From an optimization exercise on the open Yosys and OpenROAD flow, aimed at a short achievable clock period and few clock cycles; shortcuts taken in it are not production practice. The RTL was checked by simulation tests, not by an equivalence proof against the original design. Power is estimated from default activity; no workload was simulated.

==> job 9507: inputs <==
Design CPU, start of the top module:
module CPU(
    input clk,
    input rstn,
    output [31:0] imem_addr,
    input  [31:0] imem_rdata,
    output [31:0] dmem_addr,
    output [31:0] dmem_wdata,
    output dmem_we,
    input  [31:0] dmem_rdata
    );
Settings: LEC_CHECK=0, ABC_CLOCK_PERIOD_IN_PS=2500, CAP_MARGIN=20, CORE_MARGIN=2, CORE_UTILIZATION=40, SLEW_MARGIN=20; clock period 9.5 ns.
standard.sh (not shown) runs the stock make flow with config.mk's settings and CLKGATE_MAP_FILE= SYNTH_SCRIPT=/design/flow/synth_recipe.tcl, a recipe that flattens the netlist after the stock synthesis.
==> flow/flow/run.sh <==
#!/bin/bash
# Standard ORFS layout, with repair_timing asked for extra setup margin so
# that it keeps optimising below the (loose) clock constraint.
set -euo pipefail
MARGIN=${MARGIN:-6.2}
bash standard.sh SETUP_SLACK_MARGIN=$MARGIN finish > standard_flow.log 2>&1
==> job 9155 (differences from job 9507) <==
--- a/flow/design.v
+++ b/flow/design.v
@@ -71,10 +71,34 @@
     wire        cout;
     ks_add32 sub(.a(a), .b(~b), .cin(1'b1), .s(s), .cout(cout));
     assign ltu = ~cout;
     assign lts = ~cout ^ a[31] ^ b[31];
 endmodule
+module cmp32(
+    input  [31:0] a,
+    input  [31:0] b,
+    output        eq,
+    output        ltu,
+    output        lts
+    );
+    assign eq = (a == b);
+    ks_lt32 lt(.a(a), .b(b), .ltu(ltu), .lts(lts));
+endmodule
+module pc_add #(
+    parameter W = 13
+)(
+    input  [31:0]  pc,
+    input  [W-1:0] imm,
+    output [31:0]  s
+    );
+    wire [W:0] lo = {1'b0, pc[W-1:0]} + {1'b0, imm};
+    wire [31-W:0] hi   = pc[31:W];
+    wire [31-W:0] hi_p = hi + 1'b1;
+    wire [31-W:0] hi_m = hi - 1'b1;
+    assign s[W-1:0] = lo[W-1:0];
+    assign s[31:W]  = (imm[W-1] == lo[W]) ? hi : (lo[W] ? hi_p : hi_m);
+endmodule
 module Register_File(
     input         clk,
     input  [4:0]  ra1, ra2,
     output [31:0] rd1, rd2,
     input  [4:0]  wa,
@@ -103,28 +127,29 @@
     reg         wr_e, ld_e, st_e, cb_e, beq_e, blt_e, bltu_e, jalr_e;
     reg         pt_e;
     reg  [4:0]  rd_e;
     reg  [31:0] a_e, b_e, sd_e, pre_e, alt_e;
     reg  [3:0]  bi_e;
-    reg         fa_r_e, fa_l_e, fa_n_e;      
-    reg         fb_r_e, fb_l_e, fb_n_e;      
+    reg         fa_r_e, fa_l_e;      
+    reg         fb_r_e, fb_l_e;      
     reg         fs_r_e, fs_l_e, fs_n_e;      
     reg         s_add_e, s_sub_e, s_xor_e, s_or_e, s_and_e, s_sll_e, s_sr_e, s_pre_e;
     reg         sra_e;
     reg  [4:0]  sh_e;
     reg         wr_m, ld_m, st_m;
     reg  [4:0]  rd_m;
-    reg  [31:0] res_m, sd_m;
+    reg  [31:0] res_m, sd_m, addr_m;
+    reg  [31:0] pc_o;            
     reg         bht_v [0:15];
     reg  [1:0]  bht_c [0:15];
     reg         upd_v, upd_t;
     reg  [3:0]  upd_i;
-    assign dmem_addr  = res_m;
+    assign dmem_addr  = addr_m;
     assign dmem_wdata = sd_m;
     assign dmem_we    = st_m;
     wire [31:0] wbd = ld_m ? dmem_rdata : res_m;
-    assign imem_addr = pc_f;
+    assign imem_addr = pc_o;
     wire [31:0] ir  = imem_rdata;
     wire [6:0]  op  = ir[6:0];
     wire [4:0]  rs1 = ir[19:15];
     wire [4:0]  rs2 = ir[24:20];
     wire [4:0]  rd  = ir[11:7];
@@ -143,12 +168,12 @@
     wire [31:0] imm_s = {{20{ir[31]}}, ir[31:25], ir[11:7]};
     wire [31:0] imm_b = {{20{ir[31]}}, ir[7], ir[30:25], ir[11:8], 1'b0};
     wire [31:0] imm_u = {ir[31:12], 12'b0};
     wire [31:0] imm_j = {{12{ir[31]}}, ir[19:12], ir[20], ir[30:21], 1'b0};
     wire [31:0] tgt_b, tgt_j, tgt_u;
-    ks_add32 add_b(.a(pc_f), .b(imm_b), .cin(1'b0), .s(tgt_b), .cout());
-    ks_add32 add_j(.a(pc_f), .b(imm_j), .cin(1'b0), .s(tgt_j), .cout());
+    pc_add #(.W(13)) add_b(.pc(pc_f), .imm(imm_b[12:0]), .s(tgt_b));
+    pc_add #(.W(21)) add_j(.pc(pc_f), .imm(imm_j[20:0]), .s(tgt_j));
     assign tgt_u = {pc_f[31:12] + ir[31:12], pc_f[11:0]};
     wire [31:0] pc4_f = pc_f + 32'd4;
     wire br_nop = ~ir[31] & ~ir[7] & (ir[30:25] == 6'd0) & (ir[11:8] == 4'd2);
     wire cb_f   = is_br & ~br_nop;
     wire [3:0] bi   = pc_f[5:2];
@@ -166,19 +191,29 @@
     wire [31:0] rv2 = byp2 ? wbd : rf2;
     wire use_imm = is_opi | is_ld | is_st | is_jalr;
     wire [31:0] imm_alu = is_st ? imm_s : imm_i;
     wire m1 = wr_e & (rd_e == rs1);
     wire m2 = wr_e & (rd_e == rs2);
-    wire [31:0] A = ({32{fa_r_e}} & res_m) | ({32{fa_l_e}} & dmem_rdata) | ({32{fa_n_e}} & a_e);
-    wire [31:0] B = ({32{fb_r_e}} & res_m) | ({32{fb_l_e}} & dmem_rdata) | ({32{fb_n_e}} & b_e);
-    wire [31:0] S = ({32{fs_r_e}} & res_m) | ({32{fs_l_e}} & dmem_rdata) | ({32{fs_n_e}} & sd_e);
+    wire stall = is_jalr & m1 & ld_e;
+    wire [31:0] D  = dmem_rdata;
+    wire [31:0] Ae = fa_r_e ? res_m : a_e;
+    wire [31:0] Be = fb_r_e ? res_m : b_e;
+    wire [31:0] A  = fa_l_e ? D : Ae;
+    wire [31:0] B  = fb_l_e ? D : Be;
+    wire [31:0] S  = ({32{fs_r_e}} & res_m) | ({32{fs_l_e}} & D) | ({32{fs_n_e}} & sd_e);
     wire [31:0] sum, dif;
     ks_add32 add_u(.a(A), .b(B),  .cin(1'b0), .s(sum), .cout());
     ks_add32 sub_u(.a(A), .b(~B), .cin(1'b1), .s(dif), .cout());
-    wire ltu, lts;
-    ks_lt32 cmp_u(.a(A), .b(B), .ltu(ltu), .lts(lts));
-    wire eq = (A == B);
+    wire eq_ee, ltu_ee, lts_ee, eq_de, ltu_de, lts_de, eq_ed, ltu_ed, lts_ed;
+    cmp32 c_ee(.a(Ae), .b(Be), .eq(eq_ee), .ltu(ltu_ee), .lts(lts_ee));
+    cmp32 c_de(.a(D),  .b(Be), .eq(eq_de), .ltu(ltu_de), .lts(lts_de));
+    cmp32 c_ed(.a(Ae), .b(D),  .eq(eq_ed), .ltu(ltu_ed), .lts(lts_ed));
+    wire eq  = (~fa_l_e & ~fb_l_e & eq_ee)  | (fa_l_e & ~fb_l_e & eq_de)  | (~fa_l_e & fb_l_e & eq_ed)  | (fa_l_e & fb_l_e);
+    wire ltu = (~fa_l_e & ~fb_l_e & ltu_ee) | (fa_l_e & ~fb_l_e & ltu_de) | (~fa_l_e & fb_l_e & ltu_ed);
+    wire lts = (~fa_l_e & ~fb_l_e & lts_ee) | (fa_l_e & ~fb_l_e & lts_de) | (~fa_l_e & fb_l_e & lts_ed);
+    wire [31:0] jt;
+    ks_add32 add_je(.a(Ae), .b(b_e), .cin(1'b0), .s(jt), .cout());
     wire [31:0] shl = A << sh_e;
     wire [31:0] shr = $signed({sra_e & A[31], A}) >>> sh_e;
     wire [31:0] res_e = ({32{s_add_e}} & sum)
                       | ({32{s_sub_e}} & dif)
                       | ({32{s_xor_e}} & (A ^ B))
@@ -187,20 +222,23 @@
                       | ({32{s_sll_e}} & shl)
                       | ({32{s_sr_e }} & shr)
                       | ({32{s_pre_e}} & pre_e);
     wire taken_e    = (beq_e & eq) | (blt_e & lts) | (bltu_e & ltu);
     wire redirect_e = (cb_e & (taken_e ^ pt_e)) | jalr_e;
-    wire [31:0] rtgt_e = jalr_e ? {sum[31:1], 1'b0} : alt_e;
+    wire [31:0] rtgt_e = jalr_e ? {jt[31:1], 1'b0} : alt_e;
     wire [31:0] npc_p = is_jal ? tgt_j : (pt_f ? tgt_b : pc4_f);
-    wire [31:0] npc   = redirect_e ? rtgt_e : npc_p;
+    wire [31:0] npc_s = stall ? pc_f : npc_p;
+    wire [31:0] npc   = ({32{redirect_e}} & rtgt_e) | ({32{~redirect_e}} & npc_s);
     always @(posedge clk or negedge rstn) begin
         if (!rstn)
             pc_f <= 32'd0;
         else
             pc_f <= npc;
     end
-    wire go = ~redirect_e;
+    always @(posedge clk)
+        pc_o <= {32{rstn}} & npc;
+    wire go = ~redirect_e & ~stall;
     always @(posedge clk or negedge rstn) begin
         if (!rstn) begin
             wr_e <= 1'b0; ld_e <= 1'b0; st_e <= 1'b0; cb_e <= 1'b0;
             beq_e <= 1'b0; blt_e <= 1'b0; bltu_e <= 1'b0; jalr_e <= 1'b0;
         end else begin
@@ -222,14 +260,12 @@
         b_e     <= use_imm ? imm_alu : rv2;
         sd_e    <= rv2;
         alt_e   <= pt_f ? pc4_f : tgt_b;
         fa_r_e  <= m1 & ~ld_e;
         fa_l_e  <= m1 & ld_e;
-        fa_n_e  <= ~m1;
         fb_r_e  <= ~use_imm & m2 & ~ld_e;
         fb_l_e  <= ~use_imm & m2 & ld_e;
-        fb_n_e  <= use_imm | ~m2;
         fs_r_e  <= m2 & ~ld_e;
         fs_l_e  <= m2 & ld_e;
         fs_n_e  <= ~m2;
         pre_e   <= is_lui ? imm_u : (is_auipc ? tgt_u : pc4_f);
         s_add_e <= (is_op & ~ir[30] & (f3 == 3'b000)) | (is_opi & (f3 == 3'b000)) | is_ld | is_st;
@@ -243,16 +279,18 @@
         sra_e   <= ir[30];
         sh_e    <= ir[24:20];
     end
     always @(posedge clk or negedge rstn) begin
         if (!rstn) begin
-            wr_m <= 1'b0; ld_m <= 1'b0; st_m <= 1'b0; upd_v <= 1'b0;
+            wr_m <= 1'b0; ld_m <= 1'b0; upd_v <= 1'b0;
         end else begin
-            wr_m <= wr_e; ld_m <= ld_e; st_m <= st_e; upd_v <= cb_e;
+            wr_m <= wr_e; ld_m <= ld_e; upd_v <= cb_e;
         end
     end
     always @(posedge clk) begin
+        st_m  <= st_e;           
+        addr_m <= sum;
         rd_m  <= rd_e;
         res_m <= res_e;
         sd_m  <= S;
         upd_t <= taken_e;
         upd_i <= bi_e;
==> flow/flow/run.sh (replaced) <==
#!/bin/bash
# Standard ORFS layout with two changes:
#  - no adder-cell mapping in synthesis (the adders are written as
#    parallel-prefix logic and are left to ABC);
#  - repair_timing asked for extra setup margin, so that it keeps optimising
#    below the (loose) clock constraint.
set -euo pipefail
MARGIN=${MARGIN:-6.0}
bash standard.sh ADDER_MAP_FILE= MATCH_CELL_FOOTPRINT=0 SETUP_SLACK_MARGIN=$MARGIN finish > standard_flow.log 2>&1
==> qor summary <==
Outcome: job 9155 no timing/DRC/antenna violations; job 9507 no timing/DRC/antenna violations
Inverter count of the layout excluding clock inverters: job 9155 159; job 9507 211
Main power group: job 9155 sequential cells; job 9507 combinational logic
Total instance count after detailed placement: job 9155 8728; job 9507 7527
Proportion of netlist area held by the largest area contributor: job 9155 39.3%; job 9507 42.8%
Multi-input logic cell count: job 9155 4231; job 9507 3328
Maximum number of pins on one net before global-route repair: job 9155 82; job 9507 76
Diode insertion count for antenna repair: job 9155 13; job 9507 14
Area occupied by multi-input gates: job 9155 41800 um^2; job 9507 36600 um^2
Share of the final layout cell area in multi-input gates: job 9155 42.7%; job 9507 39.2%
Switching Fraction: job 9155 34.7%; job 9507 34.8%
Simple-gate portion of the synthesized area: job 9155 7.58%; job 9507 5.91%
Number of tapcells: job 9155 2624; job 9507 2355
Final Cycle Share: job 9155 47.7%; job 9507 54.0%
Crit path arrival time: job 9155 5.21 ns; job 9507 5.82 ns
Fill count: job 9155 16569; job 9507 14566
Die footprint: job 9155 199000 um^2; job 9507 183000 um^2
WHS: job 9155 0.324 ns; job 9507 0.326 ns
Net count reported at finish: job 9155 6713; job 9507 6184
Unique masters post-synth: job 9155 108; job 9507 84
Total net switching power: job 9155 7140 uW; job 9507 7190 uW
Testbench counts of job 9507, summed over its fixed seeds: cycles 37,683.
Testbench counts of job 9155, summed over its fixed seeds: cycles 37,683.

## static timing again, ports no longer ideal
The results above use ideal ports. As a check the final layouts listed here were re-extracted and re-timed, cells and wires unchanged.
Step 1 sets driving cells, clkbuf_16 on the clock port and buf_2 on the other inputs (assumed; they add their load-dependent delay and slew).
Step 2 adds t to the input delays and takes it off the output delays; t is the mean of the earliest and latest rising clock arrival at the registers after step 1. Input paths then give back, and output paths get back, about the clock's delay inside the block.
Three values: no drivers, after step 1, after step 2; two values: the first two.
| run | shift t [ns] | setup WS [ns] | clock arrival spread, ns |
|---|---|---|---|
| job 9507 | 0.893 | 4.371 / 4.366 / 3.473 | 0.056 / 0.056 |
| job 9155 | 0.909 | 4.966 / 4.937 / 4.027 | 0.049 / 0.049 |
After both steps setup and hold are still met in every run listed. For job 9155, which loses most, drivers alone change the setup slack by -0.029 ns; drivers and shift together by -0.939 ns.
